From an optimization exercise on the open Yosys and OpenROAD flow, aimed at small area and a short achievable clock period; shortcuts taken in it are not production practice. Only simulation tests tie the RTL to the original design; equivalence was not proved. Power and IR drop assume default switching activity.

==> flow/design.v (outline; a module is shown in full before it is edited, if it fits) <==
// module adder32bit: 12 lines
// module shift_unit: 27 lines
// module mux2ig: 3 lines
// module alu: 762 lines
// module rdport: 25 lines
// module aoi222: 6 lines
// module nand2g: 3 lines
// module nand3g: 3 lines
// module nand4g: 3 lines
// module or3g: 3 lines
// module nor2g: 3 lines
// module invg: 3 lines
// module xor2g: 3 lines
// module xnor2g: 3 lines
// module hag: 4 lines
// module aoi21g: 3 lines
// module oai21g: 3 lines
// module aoi22g: 3 lines
// module rv32i_datapath: 76 lines
module rv32i_datapath(
  input  logic        i_clk,
  input  logic        i_rst_n,     
  input  logic [31:0] i_instr,
  input  logic [31:0] i_pc,
  input  logic [31:0] i_ld_data,
  input  logic        i_rd_wren,
  input  logic        i_opa_sel,   
  input  logic        i_opb_sel,   
  input  logic [ 3:0] i_alu_op,
  input  logic        i_br_un,
  input  logic        i_wb_sel,    
  output logic [31:0] o_alu_data,
  output logic [31:0] o_rs2_data,
  output logic        o_br_less,
  output logic        o_br_equal
);
  // ...
==> flow/flow/run.sh <==
#!/bin/bash
# Standard ORFS layout with: plain buffers on the ports, a clock tree
# without dummy loads and with larger sink clusters, and a setup margin
# that makes repair_timing work on the slowest paths.
set -euo pipefail
bash standard.sh \
  "CTS_ARGS=-sink_clustering_enable -repair_clock_nets -dont_use_dummy_load -sink_clustering_size 30 -sink_clustering_max_diameter 100" \
  "BUFFER_PORTS_ARGS=-buffer_cell sky130_fd_sc_hd__buf_1" \
  SETUP_SLACK_MARGIN=14 \
  finish > flow_make.log 2>&1
==> flow/standard.sh <==
#!/bin/bash
# synth_recipe.tcl (not shown) runs the flow's synth.tcl, then flattens the netlist and writes it again
# the make line also repeats each setting of config.mk as NAME=value (left out here)
make -C /OpenROAD-flow-scripts/flow DESIGN_CONFIG=/design/flow/config.mk WORK_HOME=/design/flow/orfs CLKGATE_MAP_FILE= SYNTH_SCRIPT=/design/flow/synth_recipe.tcl "${@:-finish}"
==> flow/config.mk <==
export PLATFORM = sky130hd
export DESIGN_NAME = rv32i_datapath
export DESIGN_NICKNAME = rv32i_datapath
export VERILOG_FILES = /design/flow/design.v
export SDC_FILE = /design/flow/constraint.sdc
export NUM_CORES = 4
export LEC_CHECK = 0
export CAP_MARGIN = 20
export CORE_MARGIN = 2
export CORE_UTILIZATION = 55
export PLACE_DENSITY = 0.65
export SLEW_MARGIN = 20
export SYNTH_HIERARCHICAL = 1
export SYNTH_MINIMUM_KEEP_SIZE = 0
==> flow/constraint.sdc <==
create_clock -name core_clock -period 32.0 [get_ports {i_clk}]
set_input_delay 6.4000 -clock core_clock [delete_from_list [all_inputs] [get_ports {i_clk}]]
set_output_delay 6.4000 -clock core_clock [all_outputs]
set_load 0.01 [all_outputs]
==> impl_metrics.json, run 1 <==
{
  "timing.final.crit_period_ps": 18090,
  "hpwl_mm": 125.9,
  "status": "no timing/DRC/antenna violations",
  "antenna-diode-count": 4,
  "clockBufferCount": 41,
  "powerDensity_mw_per_mm2": 52.54,
  "cts_made_buffers": 41,
  "ir_drop_uv": 59.00,
  "ff2ff_setup_slack_ps": 25970,
  "post_cts_resized": 121,
  "grt-busiest-layer": "met2",
  "synth.most_common_cell": "edfxtp_1",
  "inverters": 51,
  "critPathCaptureType": "primary output",
  "synth_top_family_by_area": "compound AO/OA/AOI/OAI gates",
  "die_w_um": 296.6,
  "relSlewSlack": 0.2698,
  "vias": 37540,
  "worstPathCellList": "clkbuf_2 -> nor2b_1 -> and2_1 -> and3_1 -> buf_6 -> a222oi_1 -> nand4_1 -> or3_4 -> mux2_2 -> mux2i_1 -> mux2i_1 -> mux2i_1 -> mux2i_1 -> mux2i_1 -> mux2i_1 -> a22oi_2 -> nand2_1 -> buf_1",
  "worst_pin_slew_ps": 1095,
  "clk-power_mw": 0.614,
  "min_from": "valid[27]",
  "setup.worst_path.start_class": "primary input",
  "drv_slew": 0,
  "layout-drive-gt1-share": 0.1740,
  "grt_antenna_before_repair": 11,
  "power_switching_mw": 0.8203,
  "fin_util": 0.6176,
  "cts_max_path_buffers": 3,
  "maxCapViolations": 0,
  "seq_area_frac_synth": 0.6490,
  "crit_path_end": "o_alu_data[15]",
  "rsz0062_at_grt": "yes",
  "switching_share": 0.2974,
  "synth_common_cells": "992 x edfxtp_1, 673 x a222oi_1, 192 x mux2i_1"
}
==> module rdport, before the edit <==
module rdport(
  input  logic [31:1]       sel,
  input  logic [31:1][31:0] mem,
  output logic [31:0]       q
);
  genvar b, g;
  generate
    for (b = 0; b < 32; b = b + 1) begin : g_bit
      logic [10:0] n;   
      for (g = 0; g < 10; g = g + 1) begin : g_grp
        aoi222 u_aoi (
          .a1(sel[3*g+1]), .a2(mem[3*g+1][b]),
          .b1(sel[3*g+2]), .b2(mem[3*g+2][b]),
          .c1(sel[3*g+3]), .c2(mem[3*g+3][b]),
          .y(n[g]));
      end
      nand2g u_last (.a(sel[31]), .b(mem[31][b]), .y(n[10]));
      logic [2:0] p;    
      nand4g u_n0 (.a(n[0]), .b(n[1]), .c(n[2]), .d(n[3]), .y(p[0]));
      nand4g u_n1 (.a(n[4]), .b(n[5]), .c(n[6]), .d(n[7]), .y(p[1]));
      nand3g u_n2 (.a(n[8]), .b(n[9]), .c(n[10]), .y(p[2]));
      or3g   u_or (.a(p[0]), .b(p[1]), .c(p[2]), .y(q[b]));
    end
  endgenerate
endmodule
==> module rv32i_datapath, before the edit <==
module rv32i_datapath(
  input  logic        i_clk,
  input  logic        i_rst_n,     
  input  logic [31:0] i_instr,
  input  logic [31:0] i_pc,
  input  logic [31:0] i_ld_data,
  input  logic        i_rd_wren,
  input  logic        i_opa_sel,   
  input  logic        i_opb_sel,   
  input  logic [ 3:0] i_alu_op,
  input  logic        i_br_un,
  input  logic        i_wb_sel,    
  output logic [31:0] o_alu_data,
  output logic [31:0] o_rs2_data,
  output logic        o_br_less,
  output logic        o_br_equal
);
  logic [ 4:0]       rs1_addr, rs2_addr, rd_addr;
  logic [31:1][31:0] mem;
  logic [31:1]       valid;
  logic [31:1]       wren;
  logic [31:1]       sel1, sel2;
  logic [31:0]       rs1_data, rs2_data;
  logic [31:0]       wb_data;
  assign rs1_addr = i_instr[19:15];
  assign rs2_addr = i_instr[24:20];
  assign rd_addr  = i_instr[11:7];
  genvar r;
  generate
    for (r = 1; r < 32; r = r + 1) begin : g_reg
      assign wren[r] = i_rd_wren & (rd_addr == r);
      always_ff @(posedge i_clk)
        if (wren[r]) mem[r] <= wb_data;
      always_ff @(posedge i_clk or negedge i_rst_n)
        if (!i_rst_n)     valid[r] <= 1'b0;
        else if (wren[r]) valid[r] <= 1'b1;
      assign sel1[r] = (rs1_addr == r) & valid[r];
      assign sel2[r] = (rs2_addr == r) & valid[r];
    end
  endgenerate
  rdport u_rd1 (.sel(sel1), .mem(mem), .q(rs1_data));
  rdport u_rd2 (.sel(sel2), .mem(mem), .q(rs2_data));
  logic [31:0] imm;
  always_comb begin
    case (i_instr[6:0])
      7'h13, 7'h03, 7'h67, 7'h73:
        imm = {{20{i_instr[31]}}, i_instr[31:20]};
      7'h23:
        imm = {{20{i_instr[31]}}, i_instr[31:25], i_instr[11:7]};
      7'h63:
        imm = {{20{i_instr[31]}}, i_instr[7], i_instr[30:25], i_instr[11:8], 1'b0};
      7'h6F:
        imm = {{12{i_instr[31]}}, i_instr[19:12], i_instr[20], i_instr[30:21], 1'b0};
      7'h37, 7'h17:
        imm = {i_instr[31:12], 12'd0};
      default:
        imm = 32'd0;
    endcase
  end
  logic [31:0] a, b;
  assign a = i_opa_sel ? i_pc : rs1_data;
  assign b = i_opb_sel ? imm  : rs2_data;
  logic [31:0] alu_data;
alu u_alu (
  .operand_a (a),
  .operand_b (b),
  .alu_op    (i_alu_op),
  .alu_data  (alu_data)
);
  assign o_br_less  = {rs1_data[31] ^ ~i_br_un, rs1_data[30:0]}
                    < {rs2_data[31] ^ ~i_br_un, rs2_data[30:0]};
  assign o_br_equal = rs1_data == rs2_data;
  assign wb_data    = i_wb_sel ? i_ld_data : alu_data;
  assign o_alu_data = alu_data;
  assign o_rs2_data = rs2_data;
endmodule
==> run 2: changes to the inputs <==
--- a/flow/design.v
+++ b/flow/design.v
@@ -35,20 +35,29 @@
       end
     end
   endgenerate
   assign shifted = st[5];
 endmodule
 module mux2ig(input logic a, b, s, output logic y);
   assign y = ~(s ? b : a);
 endmodule
+module opmux5(
+  input  logic       sel,
+  input  logic [4:0] a,
+  input  logic [4:0] b,
+  output logic [4:0] y
+);
+  assign y = sel ? b : a;
+endmodule
 module alu(
   input  logic [31:0] operand_a,
   input  logic [31:0] operand_b,
   input  logic [ 3:0] alu_op,
+  input  logic [ 4:0] shamt,    
   output logic [31:0] alu_data
 );
   logic        is_arith, is_logic, is_shift;
   logic        sub, sel_sum, sel_g, sel_p, sel_shr, sel_shl, sel_slt, sel_sltu;
   logic        cout, lt_s, lt_u;
   logic [31:0] bx, p, g, s, shifted;
   assign is_arith = alu_op[3:2] == 2'b00;
   assign is_logic = alu_op[3:2] == 2'b01;
@@ -788,29 +797,29 @@
   aoi222 u424 (.a1(sel_sum), .a2(s[30]), .b1(sel_g), .b2(g[30]), .c1(sel_p), .c2(p[30]), .y(n1_30));
   aoi22g u425 (.a1(sel_shr), .a2(shifted[30]), .b1(sel_shl), .b2(shifted[1]), .y(n2_30));
   nand2g u426 (.a(n1_30), .b(n2_30), .y(alu_data[30]));
   aoi222 u427 (.a1(sel_sum), .a2(s[31]), .b1(sel_g), .b2(g[31]), .c1(sel_p), .c2(p[31]), .y(n1_31));
   aoi22g u428 (.a1(sel_shr), .a2(shifted[31]), .b1(sel_shl), .b2(shifted[0]), .y(n2_31));
   nand2g u429 (.a(n1_31), .b(n2_31), .y(alu_data[31]));
   assign cout = ~G5_31;
   assign lt_u = ~cout;
-  assign lt_s = (operand_a[31] ^ operand_b[31]) ? operand_a[31] : s[31];
+  assign lt_s = p[31] ? G5_30 : operand_a[31];
 shift_unit u_sh (
   .operand_a (operand_a),
-  .shamt     (operand_b[4:0]),
+  .shamt     (shamt),
   .right     (alu_op[0]),
   .fill      (alu_op[1] & operand_a[31]),
   .shifted   (shifted)
 );
 endmodule
 module rdport(
   input  logic [31:1]       sel,
   input  logic [31:1][31:0] mem,
-  output logic [31:0]       q
+  output logic [31:0]       qn
 );
   genvar b, g;
   generate
     for (b = 0; b < 32; b = b + 1) begin : g_bit
       logic [10:0] n;   
       for (g = 0; g < 10; g = g + 1) begin : g_grp
         aoi222 u_aoi (
           .a1(sel[3*g+1]), .a2(mem[3*g+1][b]),
@@ -818,17 +827,17 @@
           .c1(sel[3*g+3]), .c2(mem[3*g+3][b]),
           .y(n[g]));
       end
       nand2g u_last (.a(sel[31]), .b(mem[31][b]), .y(n[10]));
       logic [2:0] p;    
       nand4g u_n0 (.a(n[0]), .b(n[1]), .c(n[2]), .d(n[3]), .y(p[0]));
       nand4g u_n1 (.a(n[4]), .b(n[5]), .c(n[6]), .d(n[7]), .y(p[1]));
       nand3g u_n2 (.a(n[8]), .b(n[9]), .c(n[10]), .y(p[2]));
-      or3g   u_or (.a(p[0]), .b(p[1]), .c(p[2]), .y(q[b]));
+      nor3g  u_or (.a(p[0]), .b(p[1]), .c(p[2]), .y(qn[b]));
     end
   endgenerate
 endmodule
 module aoi222(
   input  logic a1, a2, b1, b2, c1, c2,
   output logic y
 );
   assign y = ~((a1 & a2) | (b1 & b2) | (c1 & c2));
@@ -837,18 +846,18 @@
   assign y = ~(a & b);
 endmodule
 module nand3g(input logic a, b, c, output logic y);
   assign y = ~(a & b & c);
 endmodule
 module nand4g(input logic a, b, c, d, output logic y);
   assign y = ~(a & b & c & d);
 endmodule
-module or3g(input logic a, b, c, output logic y);
-  assign y = a | b | c;
+module nor3g(input logic a, b, c, output logic y);
+  assign y = ~(a | b | c);
 endmodule
 module nor2g(input logic a, b, output logic y);
   assign y = ~(a | b);
 endmodule
 module invg(input logic a, output logic y);
   assign y = ~a;
 endmodule
 module xor2g(input logic a, b, output logic y);
@@ -887,17 +896,17 @@
   output logic        o_br_less,
   output logic        o_br_equal
 );
   logic [ 4:0]       rs1_addr, rs2_addr, rd_addr;
   logic [31:1][31:0] mem;
   logic [31:1]       valid;
   logic [31:1]       wren;
   logic [31:1]       sel1, sel2;
-  logic [31:0]       rs1_data, rs2_data;
+  logic [31:0]       rs1_n, rs2_n;        
   logic [31:0]       wb_data;
   assign rs1_addr = i_instr[19:15];
   assign rs2_addr = i_instr[24:20];
   assign rd_addr  = i_instr[11:7];
   genvar r;
   generate
     for (r = 1; r < 32; r = r + 1) begin : g_reg
       assign wren[r] = i_rd_wren & (rd_addr == r);
@@ -905,18 +914,18 @@
         if (wren[r]) mem[r] <= wb_data;
       always_ff @(posedge i_clk or negedge i_rst_n)
         if (!i_rst_n)     valid[r] <= 1'b0;
         else if (wren[r]) valid[r] <= 1'b1;
       assign sel1[r] = (rs1_addr == r) & valid[r];
       assign sel2[r] = (rs2_addr == r) & valid[r];
     end
   endgenerate
-  rdport u_rd1 (.sel(sel1), .mem(mem), .q(rs1_data));
-  rdport u_rd2 (.sel(sel2), .mem(mem), .q(rs2_data));
+  rdport u_rd1 (.sel(sel1), .mem(mem), .qn(rs1_n));
+  rdport u_rd2 (.sel(sel2), .mem(mem), .qn(rs2_n));
   logic [31:0] imm;
   always_comb begin
     case (i_instr[6:0])
       7'h13, 7'h03, 7'h67, 7'h73:
         imm = {{20{i_instr[31]}}, i_instr[31:20]};
       7'h23:
         imm = {{20{i_instr[31]}}, i_instr[31:25], i_instr[11:7]};
       7'h63:
@@ -925,24 +934,40 @@
         imm = {{12{i_instr[31]}}, i_instr[19:12], i_instr[20], i_instr[30:21], 1'b0};
       7'h37, 7'h17:
         imm = {i_instr[31:12], 12'd0};
       default:
         imm = 32'd0;
     endcase
   end
   logic [31:0] a, b;
-  assign a = i_opa_sel ? i_pc : rs1_data;
-  assign b = i_opb_sel ? imm  : rs2_data;
+  logic [31:0] pc_n, imm_n;
+  assign pc_n  = ~i_pc;
+  assign imm_n = ~imm;
+  genvar k;
+  generate
+    for (k = 0; k < 32; k = k + 1) begin : g_opmux
+      mux2ig u_a (.a(rs1_n[k]), .b(pc_n[k]),  .s(i_opa_sel), .y(a[k]));
+      mux2ig u_b (.a(rs2_n[k]), .b(imm_n[k]), .s(i_opb_sel), .y(b[k]));
+    end
+  endgenerate
+  logic [4:0] shamt;
+opmux5 u_shamt (
+  .sel (i_opb_sel),
+  .a   (~rs2_n[4:0]),
+  .b   (imm[4:0]),
+  .y   (shamt)
+);
   logic [31:0] alu_data;
 alu u_alu (
   .operand_a (a),
   .operand_b (b),
   .alu_op    (i_alu_op),
+  .shamt     (shamt),
   .alu_data  (alu_data)
 );
-  assign o_br_less  = {rs1_data[31] ^ ~i_br_un, rs1_data[30:0]}
-                    < {rs2_data[31] ^ ~i_br_un, rs2_data[30:0]};
-  assign o_br_equal = rs1_data == rs2_data;
+  assign o_br_less  = {rs2_n[31] ^ ~i_br_un, rs2_n[30:0]}
+                    < {rs1_n[31] ^ ~i_br_un, rs1_n[30:0]};
+  assign o_br_equal = rs1_n == rs2_n;
   assign wb_data    = i_wb_sel ? i_ld_data : alu_data;
   assign o_alu_data = alu_data;
-  assign o_rs2_data = rs2_data;
+  assign o_rs2_data = ~rs2_n;
 endmodule
==> flow/flow/run.sh (replaced) <==
#!/bin/bash
# Standard ORFS layout with: synthesis's sized-up gates set back to their
# smallest size before floorplan (downsize.tcl), plain buffers on the ports,
# a clock tree without dummy loads and with larger sink clusters, and a
# setup margin that makes repair_timing work on the slowest paths.
set -euo pipefail
bash standard.sh \
  "PRE_FLOORPLAN_TCL=$PWD/flow/downsize.tcl" \
  "CTS_ARGS=-sink_clustering_enable -repair_clock_nets -dont_use_dummy_load -sink_clustering_size 24 -sink_clustering_max_diameter 70" \
  "BUFFER_PORTS_ARGS=-buffer_cell sky130_fd_sc_hd__buf_1" \
  SETUP_SLACK_MARGIN=14 \
  finish > flow_make.log 2>&1
==> flow/flow/downsize.tcl (new file) <==
# Before floorplan: each combinational cell that synthesis sized up is
# swapped for the smallest cell of its footprint; the resizer sizes up
# again the cells whose timing needs it.
set downsize_map {
  sky130_fd_sc_hd__a2111o_2 sky130_fd_sc_hd__a2111o_1
  sky130_fd_sc_hd__a2111o_4 sky130_fd_sc_hd__a2111o_1
  sky130_fd_sc_hd__a2111oi_1 sky130_fd_sc_hd__a2111oi_0
  sky130_fd_sc_hd__a2111oi_2 sky130_fd_sc_hd__a2111oi_0
  sky130_fd_sc_hd__a2111oi_4 sky130_fd_sc_hd__a2111oi_0
  sky130_fd_sc_hd__a211o_2 sky130_fd_sc_hd__a211o_1
  sky130_fd_sc_hd__a211o_4 sky130_fd_sc_hd__a211o_1
  sky130_fd_sc_hd__a211oi_2 sky130_fd_sc_hd__a211oi_1
  sky130_fd_sc_hd__a211oi_4 sky130_fd_sc_hd__a211oi_1
  sky130_fd_sc_hd__a21bo_4 sky130_fd_sc_hd__a21bo_1
  sky130_fd_sc_hd__a21boi_2 sky130_fd_sc_hd__a21boi_0
  sky130_fd_sc_hd__a21boi_4 sky130_fd_sc_hd__a21boi_0
  sky130_fd_sc_hd__a21o_2 sky130_fd_sc_hd__a21o_1
  sky130_fd_sc_hd__a21o_4 sky130_fd_sc_hd__a21o_1
  sky130_fd_sc_hd__a21oi_2 sky130_fd_sc_hd__a21oi_1
  sky130_fd_sc_hd__a21oi_4 sky130_fd_sc_hd__a21oi_1
  sky130_fd_sc_hd__a221o_2 sky130_fd_sc_hd__a221o_1
  sky130_fd_sc_hd__a221o_4 sky130_fd_sc_hd__a221o_1
  sky130_fd_sc_hd__a221oi_2 sky130_fd_sc_hd__a221oi_1
  sky130_fd_sc_hd__a221oi_4 sky130_fd_sc_hd__a221oi_1
  sky130_fd_sc_hd__a22o_2 sky130_fd_sc_hd__a22o_1
  sky130_fd_sc_hd__a22o_4 sky130_fd_sc_hd__a22o_1
  sky130_fd_sc_hd__a22oi_2 sky130_fd_sc_hd__a22oi_1
  sky130_fd_sc_hd__a22oi_4 sky130_fd_sc_hd__a22oi_1
  sky130_fd_sc_hd__a2bb2o_2 sky130_fd_sc_hd__a2bb2o_1
  sky130_fd_sc_hd__a2bb2o_4 sky130_fd_sc_hd__a2bb2o_1
  sky130_fd_sc_hd__a2bb2oi_2 sky130_fd_sc_hd__a2bb2oi_1
  sky130_fd_sc_hd__a2bb2oi_4 sky130_fd_sc_hd__a2bb2oi_1
  sky130_fd_sc_hd__a311o_2 sky130_fd_sc_hd__a311o_1
  sky130_fd_sc_hd__a311o_4 sky130_fd_sc_hd__a311o_1
  sky130_fd_sc_hd__a311oi_2 sky130_fd_sc_hd__a311oi_1
  sky130_fd_sc_hd__a311oi_4 sky130_fd_sc_hd__a311oi_1
  sky130_fd_sc_hd__a31o_4 sky130_fd_sc_hd__a31o_1
  sky130_fd_sc_hd__a31oi_2 sky130_fd_sc_hd__a31oi_1
  sky130_fd_sc_hd__a31oi_4 sky130_fd_sc_hd__a31oi_1
  sky130_fd_sc_hd__a32o_2 sky130_fd_sc_hd__a32o_1
  sky130_fd_sc_hd__a32o_4 sky130_fd_sc_hd__a32o_1
  sky130_fd_sc_hd__a32oi_2 sky130_fd_sc_hd__a32oi_1
  sky130_fd_sc_hd__a32oi_4 sky130_fd_sc_hd__a32oi_1
  sky130_fd_sc_hd__a41o_2 sky130_fd_sc_hd__a41o_1
  sky130_fd_sc_hd__a41o_4 sky130_fd_sc_hd__a41o_1
  sky130_fd_sc_hd__a41oi_2 sky130_fd_sc_hd__a41oi_1
  sky130_fd_sc_hd__a41oi_4 sky130_fd_sc_hd__a41oi_1
  sky130_fd_sc_hd__and2_2 sky130_fd_sc_hd__and2_0
  sky130_fd_sc_hd__and2_4 sky130_fd_sc_hd__and2_0
  sky130_fd_sc_hd__and2b_2 sky130_fd_sc_hd__and2b_1
  sky130_fd_sc_hd__and2b_4 sky130_fd_sc_hd__and2b_1
  sky130_fd_sc_hd__and3_2 sky130_fd_sc_hd__and3_1
  sky130_fd_sc_hd__and3_4 sky130_fd_sc_hd__and3_1
  sky130_fd_sc_hd__and3b_2 sky130_fd_sc_hd__and3b_1
  sky130_fd_sc_hd__and3b_4 sky130_fd_sc_hd__and3b_1
  sky130_fd_sc_hd__and4_2 sky130_fd_sc_hd__and4_1
  sky130_fd_sc_hd__and4_4 sky130_fd_sc_hd__and4_1
  sky130_fd_sc_hd__and4b_2 sky130_fd_sc_hd__and4b_1
  sky130_fd_sc_hd__and4b_4 sky130_fd_sc_hd__and4b_1
  sky130_fd_sc_hd__and4bb_4 sky130_fd_sc_hd__and4bb_1
  sky130_fd_sc_hd__buf_12 sky130_fd_sc_hd__buf_2
  sky130_fd_sc_hd__buf_16 sky130_fd_sc_hd__buf_2
  sky130_fd_sc_hd__buf_6 sky130_fd_sc_hd__buf_2
  sky130_fd_sc_hd__buf_8 sky130_fd_sc_hd__buf_2
  sky130_fd_sc_hd__fa_2 sky130_fd_sc_hd__fa_1
  sky130_fd_sc_hd__fa_4 sky130_fd_sc_hd__fa_1
  sky130_fd_sc_hd__ha_2 sky130_fd_sc_hd__ha_1
  sky130_fd_sc_hd__ha_4 sky130_fd_sc_hd__ha_1
  sky130_fd_sc_hd__inv_12 sky130_fd_sc_hd__inv_1
  sky130_fd_sc_hd__inv_16 sky130_fd_sc_hd__inv_1
  sky130_fd_sc_hd__inv_4 sky130_fd_sc_hd__inv_1
  sky130_fd_sc_hd__inv_6 sky130_fd_sc_hd__inv_1
  sky130_fd_sc_hd__inv_8 sky130_fd_sc_hd__inv_1
  sky130_fd_sc_hd__maj3_2 sky130_fd_sc_hd__maj3_1
  sky130_fd_sc_hd__maj3_4 sky130_fd_sc_hd__maj3_1
  sky130_fd_sc_hd__mux2_4 sky130_fd_sc_hd__mux2_1
  sky130_fd_sc_hd__mux2_8 sky130_fd_sc_hd__mux2_1
  sky130_fd_sc_hd__mux2i_2 sky130_fd_sc_hd__mux2i_1
  sky130_fd_sc_hd__mux2i_4 sky130_fd_sc_hd__mux2i_1
  sky130_fd_sc_hd__mux4_1 sky130_fd_sc_hd__mux4_2
  sky130_fd_sc_hd__mux4_4 sky130_fd_sc_hd__mux4_2
  sky130_fd_sc_hd__nand2_2 sky130_fd_sc_hd__nand2_1
  sky130_fd_sc_hd__nand2_4 sky130_fd_sc_hd__nand2_1
  sky130_fd_sc_hd__nand2_8 sky130_fd_sc_hd__nand2_1
  sky130_fd_sc_hd__nand2b_2 sky130_fd_sc_hd__nand2b_1
  sky130_fd_sc_hd__nand2b_4 sky130_fd_sc_hd__nand2b_1
  sky130_fd_sc_hd__nand3_2 sky130_fd_sc_hd__nand3_1
  sky130_fd_sc_hd__nand3_4 sky130_fd_sc_hd__nand3_1
  sky130_fd_sc_hd__nand3b_2 sky130_fd_sc_hd__nand3b_1
  sky130_fd_sc_hd__nand3b_4 sky130_fd_sc_hd__nand3b_1
  sky130_fd_sc_hd__nand4_2 sky130_fd_sc_hd__nand4_1
  sky130_fd_sc_hd__nand4_4 sky130_fd_sc_hd__nand4_1
  sky130_fd_sc_hd__nand4b_2 sky130_fd_sc_hd__nand4b_1
  sky130_fd_sc_hd__nand4b_4 sky130_fd_sc_hd__nand4b_1
  sky130_fd_sc_hd__nand4bb_2 sky130_fd_sc_hd__nand4bb_1
  sky130_fd_sc_hd__nand4bb_4 sky130_fd_sc_hd__nand4bb_1
  sky130_fd_sc_hd__nor2_2 sky130_fd_sc_hd__nor2_1
  sky130_fd_sc_hd__nor2_4 sky130_fd_sc_hd__nor2_1
  sky130_fd_sc_hd__nor2_8 sky130_fd_sc_hd__nor2_1
  sky130_fd_sc_hd__nor2b_2 sky130_fd_sc_hd__nor2b_1
  sky130_fd_sc_hd__nor2b_4 sky130_fd_sc_hd__nor2b_1
  sky130_fd_sc_hd__nor3_2 sky130_fd_sc_hd__nor3_1
  sky130_fd_sc_hd__nor3_4 sky130_fd_sc_hd__nor3_1
  sky130_fd_sc_hd__nor3b_2 sky130_fd_sc_hd__nor3b_1
  sky130_fd_sc_hd__nor3b_4 sky130_fd_sc_hd__nor3b_1
  sky130_fd_sc_hd__nor4_2 sky130_fd_sc_hd__nor4_1
  sky130_fd_sc_hd__nor4_4 sky130_fd_sc_hd__nor4_1
  sky130_fd_sc_hd__nor4b_2 sky130_fd_sc_hd__nor4b_1
  sky130_fd_sc_hd__nor4b_4 sky130_fd_sc_hd__nor4b_1
  sky130_fd_sc_hd__nor4bb_2 sky130_fd_sc_hd__nor4bb_1
  sky130_fd_sc_hd__nor4bb_4 sky130_fd_sc_hd__nor4bb_1
  sky130_fd_sc_hd__o2111a_2 sky130_fd_sc_hd__o2111a_1
  sky130_fd_sc_hd__o2111a_4 sky130_fd_sc_hd__o2111a_1
  sky130_fd_sc_hd__o2111ai_2 sky130_fd_sc_hd__o2111ai_1
  sky130_fd_sc_hd__o2111ai_4 sky130_fd_sc_hd__o2111ai_1
  sky130_fd_sc_hd__o211a_4 sky130_fd_sc_hd__o211a_1
  sky130_fd_sc_hd__o211ai_2 sky130_fd_sc_hd__o211ai_1
  sky130_fd_sc_hd__o211ai_4 sky130_fd_sc_hd__o211ai_1
  sky130_fd_sc_hd__o21a_2 sky130_fd_sc_hd__o21a_1
  sky130_fd_sc_hd__o21a_4 sky130_fd_sc_hd__o21a_1
  sky130_fd_sc_hd__o21ai_2 sky130_fd_sc_hd__o21ai_0
  sky130_fd_sc_hd__o21ai_4 sky130_fd_sc_hd__o21ai_0
  sky130_fd_sc_hd__o21ba_4 sky130_fd_sc_hd__o21ba_1
  sky130_fd_sc_hd__o21bai_2 sky130_fd_sc_hd__o21bai_1
  sky130_fd_sc_hd__o21bai_4 sky130_fd_sc_hd__o21bai_1
  sky130_fd_sc_hd__o221a_4 sky130_fd_sc_hd__o221a_1
  sky130_fd_sc_hd__o221ai_2 sky130_fd_sc_hd__o221ai_1
  sky130_fd_sc_hd__o221ai_4 sky130_fd_sc_hd__o221ai_1
  sky130_fd_sc_hd__o22a_2 sky130_fd_sc_hd__o22a_1
  sky130_fd_sc_hd__o22a_4 sky130_fd_sc_hd__o22a_1
  sky130_fd_sc_hd__o22ai_2 sky130_fd_sc_hd__o22ai_1
  sky130_fd_sc_hd__o22ai_4 sky130_fd_sc_hd__o22ai_1
  sky130_fd_sc_hd__o2bb2a_2 sky130_fd_sc_hd__o2bb2a_1
  sky130_fd_sc_hd__o2bb2a_4 sky130_fd_sc_hd__o2bb2a_1
  sky130_fd_sc_hd__o2bb2ai_2 sky130_fd_sc_hd__o2bb2ai_1
  sky130_fd_sc_hd__o2bb2ai_4 sky130_fd_sc_hd__o2bb2ai_1
  sky130_fd_sc_hd__o311a_2 sky130_fd_sc_hd__o311a_1
  sky130_fd_sc_hd__o311a_4 sky130_fd_sc_hd__o311a_1
  sky130_fd_sc_hd__o311ai_2 sky130_fd_sc_hd__o311ai_0
  sky130_fd_sc_hd__o311ai_4 sky130_fd_sc_hd__o311ai_0
  sky130_fd_sc_hd__o31a_2 sky130_fd_sc_hd__o31a_1
  sky130_fd_sc_hd__o31a_4 sky130_fd_sc_hd__o31a_1
  sky130_fd_sc_hd__o31ai_2 sky130_fd_sc_hd__o31ai_1
  sky130_fd_sc_hd__o31ai_4 sky130_fd_sc_hd__o31ai_1
  sky130_fd_sc_hd__o32a_2 sky130_fd_sc_hd__o32a_1
  sky130_fd_sc_hd__o32a_4 sky130_fd_sc_hd__o32a_1
  sky130_fd_sc_hd__o32ai_2 sky130_fd_sc_hd__o32ai_1
  sky130_fd_sc_hd__o32ai_4 sky130_fd_sc_hd__o32ai_1
  sky130_fd_sc_hd__o41a_2 sky130_fd_sc_hd__o41a_1
  sky130_fd_sc_hd__o41a_4 sky130_fd_sc_hd__o41a_1
  sky130_fd_sc_hd__o41ai_2 sky130_fd_sc_hd__o41ai_1
  sky130_fd_sc_hd__o41ai_4 sky130_fd_sc_hd__o41ai_1
  sky130_fd_sc_hd__or2_4 sky130_fd_sc_hd__or2_0
  sky130_fd_sc_hd__or2b_2 sky130_fd_sc_hd__or2b_1
  sky130_fd_sc_hd__or2b_4 sky130_fd_sc_hd__or2b_1
  sky130_fd_sc_hd__or3_2 sky130_fd_sc_hd__or3_1
  sky130_fd_sc_hd__or3_4 sky130_fd_sc_hd__or3_1
  sky130_fd_sc_hd__or3b_4 sky130_fd_sc_hd__or3b_1
  sky130_fd_sc_hd__or4_2 sky130_fd_sc_hd__or4_1
  sky130_fd_sc_hd__or4_4 sky130_fd_sc_hd__or4_1
  sky130_fd_sc_hd__or4b_4 sky130_fd_sc_hd__or4b_1
  sky130_fd_sc_hd__or4bb_2 sky130_fd_sc_hd__or4bb_1
  sky130_fd_sc_hd__or4bb_4 sky130_fd_sc_hd__or4bb_1
  sky130_fd_sc_hd__xnor2_2 sky130_fd_sc_hd__xnor2_1
  sky130_fd_sc_hd__xnor2_4 sky130_fd_sc_hd__xnor2_1
  sky130_fd_sc_hd__xnor3_2 sky130_fd_sc_hd__xnor3_1
  sky130_fd_sc_hd__xnor3_4 sky130_fd_sc_hd__xnor3_1
  sky130_fd_sc_hd__xor2_2 sky130_fd_sc_hd__xor2_1
  sky130_fd_sc_hd__xor2_4 sky130_fd_sc_hd__xor2_1
  sky130_fd_sc_hd__xor3_2 sky130_fd_sc_hd__xor3_1
  sky130_fd_sc_hd__xor3_4 sky130_fd_sc_hd__xor3_1
}
set db [ord::get_db]
set n 0
foreach inst [[ord::get_db_block] getInsts] {
  set name [[$inst getMaster] getName]
  if { [dict exists $downsize_map $name] } {
    set new [$db findMaster [dict get $downsize_map $name]]
    if { $new != "NULL" } {
      $inst swapMaster $new
      incr n
    }
  }
}
puts "downsize: swapped $n cells"
==> run 2 against run 1 <==
Against the previous run: critical path depth increased by 4; final cell count is 2.6% higher; critical path type unchanged; largest power group unchanged; synthesized cell count is 2.1% higher; flip-flop and latch count did not move; sequential share of layout area increased by 0.072 points; non-clock buffer count rose by 44; register-to-register slack lost 210 ps; global-route usage fell by 0.55 points.
==> impl_metrics.json, run 2 <==
{
  "largest_register_ffs": 992,
  "die_height_um": 295.9,
  "drt-initial-drc-count": 9344,
  "htree_levels": 2,
  "maxCapViolations": 0,
  "cpPeakStageDelay_ps": 710,
  "grt_pass1_vias": 35050,
  "ir_drop_uv": 59.77,
  "ff2ff_setup_slack_ps": 25760,
  "final_nets": 3696,
  "drc_errors": 0,
  "cts.sinks": 1023,
  "crit_arrival_ps": 11740,
  "via_per_inst": 8.116,
  "relSlewSlack": 0.1955,
  "clkLatencyLatePin_ps": 660,
  "syn_nets": 3321,
  "cts_max_path_buffers": 3,
  "cpMaxStageDelayCell": "a222oi_1",
  "gr-total-overflow": 0,
  "skew_ps": 114.2,
  "grt_pass1_wl_mm": 261.3,
  "cts_made_buffers": 51,
  "hpwl_mm": 126.6,
  "grt_start_max_net_pins": 38,
  "worst_pin_slew_ps": 1204,
  "total_power_mw": 2.809,
  "place_congestion": 1.068,
  "setup.worst_path.start_class": "primary input",
  "layout_common_cells": "992 x edfxtp_1, 672 x a222oi_1, 240 x mux2i_1",
  "tns_ps": 0,
  "multi_input_area_mm2": 0.01662,
  "port_buffers": 172,
  "power.leakage_nw": 17.50,
  "max_freq_mhz": 55.13,
  "ant_nets": 0,
  "layout-drive-gt1-share": 0.1215,
  "wl_per_cell_um": 40.90,
  "reg_top3": "mem: 992 flops, valid: 31 flops",
  "antenna-diode-count": 0,
  "drv_slew": 0,
  "syn_inst": 3150,
  "die_w_um": 295.9,
  "place_ws_ps": 12380,
  "grt_antenna_before_repair": 6,
  "min_period_over_period": 0.5668,
  "critPathKind": "in2out",
  "hold_class": "reg2reg",
  "layout_commonest_cell": "edfxtp_1",
  "root_buffer": "clkbuf_16",
  "vias": 37880,
  "setup_violations": 0,
  "crit_buf_inv": 6,
  "wl_mm": 190.9,
  "ys.warnings.count": 9,
  "timing.final.crit_period_ps": 18140,
  "crit_fanout": 32,
  "status": "no timing/DRC/antenna violations",
  "hold_violations": 0,
  "path_clk_slew_ps": 70,
  "fill_cells": 6391,
  "critPathCaptureType": "primary output",
  "powerDensity_mw_per_mm2": 53.56,
  "cts_hold_buf": 0,
  "grt_usage": 0.4246,
  "rsz0062_at_grt": "yes",
  "whs_ps": 481.1,
  "crit_family": "compound AO/OA/AOI/OAI gates",
  "worstPathCellList": "buf_2 -> and2_0 -> buf_4 -> and3_1 -> buf_6 -> a222oi_1 -> nand4_1 -> nor3_4 -> mux2i_2 -> xor2_1 -> ha_1 -> a21oi_4 -> inv_2 -> a21oi_4 -> o21ai_4 -> a21oi_2 -> o21ai_4 -> xor2_1 -> a222oi_1 -> nand2_1 -> buf_4 -> buf_1",
  "core_area_mm2": 0.08475,
  "start_util": 0.5529,
  "io_pins": 173,
  "seqCellArea_mm2": 0.03056,
  "placementRows": 107,
  "setup_ws_ps": 13860,
  "largest_register": "mem",
  "worstPathRequired_ps": 25600,
  "cts_tree": "built",
  "die_area_mm2": 0.08754,
  "dr.pass1.iters": 17
}
[run 2: worst paths after layout]
check,start,end,cells past startpoint
max,i_instr[21],o_alu_data[16],22
max in group asynchronous,i_rst_n,valid[6],1
min,valid[30],valid[30],1
min reg2reg,valid[30],valid[30],1
max reg2reg,valid[4],mem[304],20
min in group asynchronous,i_rst_n,valid[14],1
[run 2: routing by layer]
metal,track usage,part of all wire
met1,0.5605,0.34
met2,0.6319,0.43
met3,0.1327,0.16
met4,0.2243,0.069
met5,0.002217,0.0013
[run 2: final cells by class]
cell class                      instances  share of cell area
Inverter                              113            0.008160
Sequential cell                      1023              0.5829
Tap cell                             1144             0.02730
Clock buffer                           51             0.02434
Timing Repair inverter                  1          0.00009544
Multi-Input combinational cell       1995              0.3169
Timing Repair Buffer                  340             0.04037
[run 2: worst register-to-register path: stages (launching register included)]
cell and delay, ps:
dfrtp_1 410, and3_1 160, buf_4 280, a222oi_1 500, nand4_1 360, nor3_4 390
mux2i_2 160, xor2_1 190, ha_1 400, a21oi_4 250, inv_2 130, a21oi_4 250
o21ai_4 130, a21oi_2 240, o21ai_4 120, xor2_1 190, a222oi_1 710, nand2_1 110
buf_4 190, buf_4 140, mux2_2 510
[run 2: through the flow]
step	std cells	util	area, µm²
2_1_floorplan	3150	-	46860
4_1_cts	4642	0.6119	51850
6_report	4667	0.6188	52440
5_1_grt	4667	0.6188	52440
3_3_place_gp	4579	0.5913	50110
3_5_place_dp	4586	0.5935	50300
[run 2: report_power, final]
part,internal [mW],total (mW),switching (mW)
Combinational,0.171,0.590,0.419
Clock,0.284,0.677,0.393
Sequential,1.53,1.54,0.0119
Total,1.98,2.81,0.824
[run 2: timing repair]
item,CTS,global route
cloned,1,0
hold endpoints to repair,0,0
buffers inserted,4,24
endpoints found under the setup margin,32,29
pin swaps,16,77
gates resized for setup,59,79
==> run 3: changes to the inputs <==
--- a/flow/config.mk
+++ b/flow/config.mk
@@ -8,6 +8,6 @@
 export CAP_MARGIN = 20
 export CORE_MARGIN = 2
-export CORE_UTILIZATION = 55
-export PLACE_DENSITY = 0.65
+export CORE_UTILIZATION = 62
+export PLACE_DENSITY = 0.72
 export SLEW_MARGIN = 20
 export SYNTH_HIERARCHICAL = 1
==> run 3 against run 2 <==
Against the previous run: clock skew is 15 ps higher; non-clock buffer count is 19 lower; final cell count is 4.1% lower; first-iteration DRC count is 22% higher; register-to-register slack better by 50 ps; via count is 1.5% higher; flip-flop and latch count stayed put; critical path type unchanged; largest power group unchanged.
==> impl_metrics.json, run 3 <==
{
  "dp_cells": 4394,
  "syn_inst": 3150,
  "crit_fanout": 32,
  "relSlewSlack": 0.2704,
  "tns_ps": 0,
  "critPathCaptureType": "primary output",
  "setup.worst_path.start_class": "primary input",
  "routed.top_layer": "met5",
  "critPathKind": "in2out",
  "cts.sinks": 1023,
  "drc_errors": 0,
  "reg_top3": "mem: 992 flops, valid: 31 flops",
  "wl_met3_mm": 33.61,
  "start_util": 0.6283,
  "cts_max_path_buffers": 3,
  "final_cells": 4476,
  "drv_slew": 0,
  "crit_family": "compound AO/OA/AOI/OAI gates",
  "port_buffers": 172,
  "power.leakage_nw": 17.47,
  "cpPeakStageDelay_ps": 580,
  "final_nets": 3679,
  "hold_class": "reg2reg",
  "path_clk_slew_ps": 70,
  "cts_tree": "built",
  "ys.warnings.count": 9,
  "setup_violations": 0,
  "dr.pass1.iters": 14,
  "placementRows": 100,
  "layout_common_cells": "992 x edfxtp_1, 672 x a222oi_1, 241 x mux2i_1",
  "worstPathRequired_ps": 25600,
  "rsz0062_at_grt": "yes",
  "maxCapViolations": 0,
  "grt_pass1_wl_mm": 255.5,
  "cts_hold_buf": 0,
  "layout_commonest_cell": "edfxtp_1",
  "status": "no timing/DRC/antenna violations",
  "gr-total-overflow": 0,
  "die_height_um": 278.9,
  "cpMaxStageDelayCell": "nand4_1",
  "ant_nets": 0,
  "cts_made_buffers": 53,
  "htree_levels": 2,
  "layout-drive-gt1-share": 0.1195,
  "powerDensity_mw_per_mm2": 53.99,
  "root_buffer": "clkbuf_16",
  "place_congestion": 1.027,
  "total_power_mw": 2.813,
  "grt_start_max_net_pins": 38,
  "grt_pass1_vias": 35250,
  "worst_pin_slew_ps": 1086,
  "drt-met1-wl_mm": 59.14,
  "vias": 38430,
  "skew_ps": 129.1,
  "clkLatencyLatePin_ps": 700,
  "wl_per_cell_um": 41.24,
  "grt_antenna_before_repair": 8,
  "critPathMostFrequentCell": "a21oi_1",
  "timing.final.crit_period_ps": 18120,
  "die_area_mm2": 0.07779,
  "io_pins": 173,
  "hpwl_mm": 119.9,
  "route.met2.wl_mm": 76.85,
  "drt-initial-drc-count": 11400,
  "wl_mm": 184.6,
  "ff2ff_setup_slack_ps": 25810,
  "crit_arrival_ps": 11720,
  "core_area_mm2": 0.07457,
  "largest_register_ffs": 992,
  "syn_nets": 3321,
  "crit_buf_inv": 3,
  "grt_usage": 0.4604,
  "largest_register": "mem",
  "max_freq_mhz": 55.20,
  "min_period_over_period": 0.5661,
  "die_w_um": 278.9,
  "via_per_inst": 8.586,
  "hold_violations": 0,
  "worstPathCellList": "buf_2 -> nor3b_2 -> and3_1 -> buf_4 -> a222oi_1 -> nand4_1 -> nor3_4 -> mux2i_1 -> xor2_1 -> ha_1 -> a21oi_1 -> o21ai_1 -> a21oi_1 -> o21ai_1 -> a21oi_1 -> xnor2_1 -> a222oi_1 -> nand2_1 -> buf_1",
  "whs_ps": 492.7,
  "ir_drop_uv": 65.60
}
## run 3: cell count changes in the layout (fill, tap and decap cells not counted), sizes merged
| cell | change |
|---|---|
| diode | +1 |
| clkbuf | +6 |
| buf | -23 |
## run 3: metrics by stage
stage | setup slack [ps] | area (µm²) | utilization
finish | 13880 | 52100 | 0.6986
global placement | 12560 | 49780 | 0.6676
floorplan | 14890 | 46860 | -
global route | 13930 | 52100 | 0.6986
CTS | 13960 | 51500 | 0.6906
detailed placement | 12610 | 49870 | 0.6688
## run 3: path summary, 6_finish.rpt
path / startpoint / to / cells after the start
max in group asynchronous: i_rst_n / valid[2] / 1
worst min-delay path: valid[28] / valid[28] / 1
worst max register to register: valid[10] / mem[756] / 19
worst min register to register: valid[28] / valid[28] / 1
worst max-delay path: i_instr[23] / o_alu_data[23] / 19
min in group asynchronous: i_rst_n / valid[16] / 1
## run 3: area by class of cell
cell class              count  area [µm²]
fillers                  4984       22470
repair buffers            321        1929
inverters                 113       430.4
multi-input cells        1995       16630
repair inverters            1       5.005
diodes                      1       2.502
clock buffers              53        1326
well taps                 969        1212
flip-flops and latches   1023       30560
## run 3: what timing repair did
action	in CTS	in global routing
cloned	1	1
pin swaps	14	63
resized for setup	63	89
endpoints found under the hold margin	0	0
setup buffers	4	19
endpoints found under the setup margin	32	28
## run 3: metal layers
layer / track usage / vias to the layer above
met2: 0.6742 / 4451
met1: 0.6100 / 18270
met4: 0.2626 / 6
met3: 0.1486 / 770
met5: 0 / -
li1: - / 14940
## run 3: where the power goes
| part | total, mW | switching, mW | internal [mW] |
|---|---|---|---|
| logic | 0.576 | 0.411 | 0.165 |
| registers | 1.54 | 0.0119 | 1.53 |
| clock network | 0.695 | 0.401 | 0.294 |

## what the ideal ports hide
How much do the figures lean on ideal ports? The routed layouts below were timed once more, with nothing changed but the port constraints. Step 1: set_driving_cell puts a clkbuf_16 on i_clk and a buf_2 on each other input, an assumption about the parent block. Step 2 times the ports against the registers' clock, not the clock port: input delays grow and output delays shrink by t, the midpoint of the rising clock arrivals with the driver on. Slacks: ideal / step 1 / step 2; pairs: ideal / step 1.
| run | shift t [ns] | setup slack, ns | latest minus earliest clock arrival (ns) | worst data-port slew with drivers (ns) | pins driven straight from the clock port |
|---|---|---|---|---|---|
| run 1 | 0.662 | 13.906 / 13.826 / 13.826 | 0.140 / 0.141 | 0.13 | 1 |
| run 2 | 0.682 | 13.861 / 13.829 / 13.829 | 0.114 / 0.114 | 0.07 | 1 |
| run 3 | 0.709 | 13.883 / 13.861 / 13.861 | 0.129 / 0.129 | 0.07 | 1 |
After both steps setup and hold are still met in every run listed. The setup slack of run 1, which loses most, moves by -0.080 ns with the drivers and by -0.080 ns with both steps.
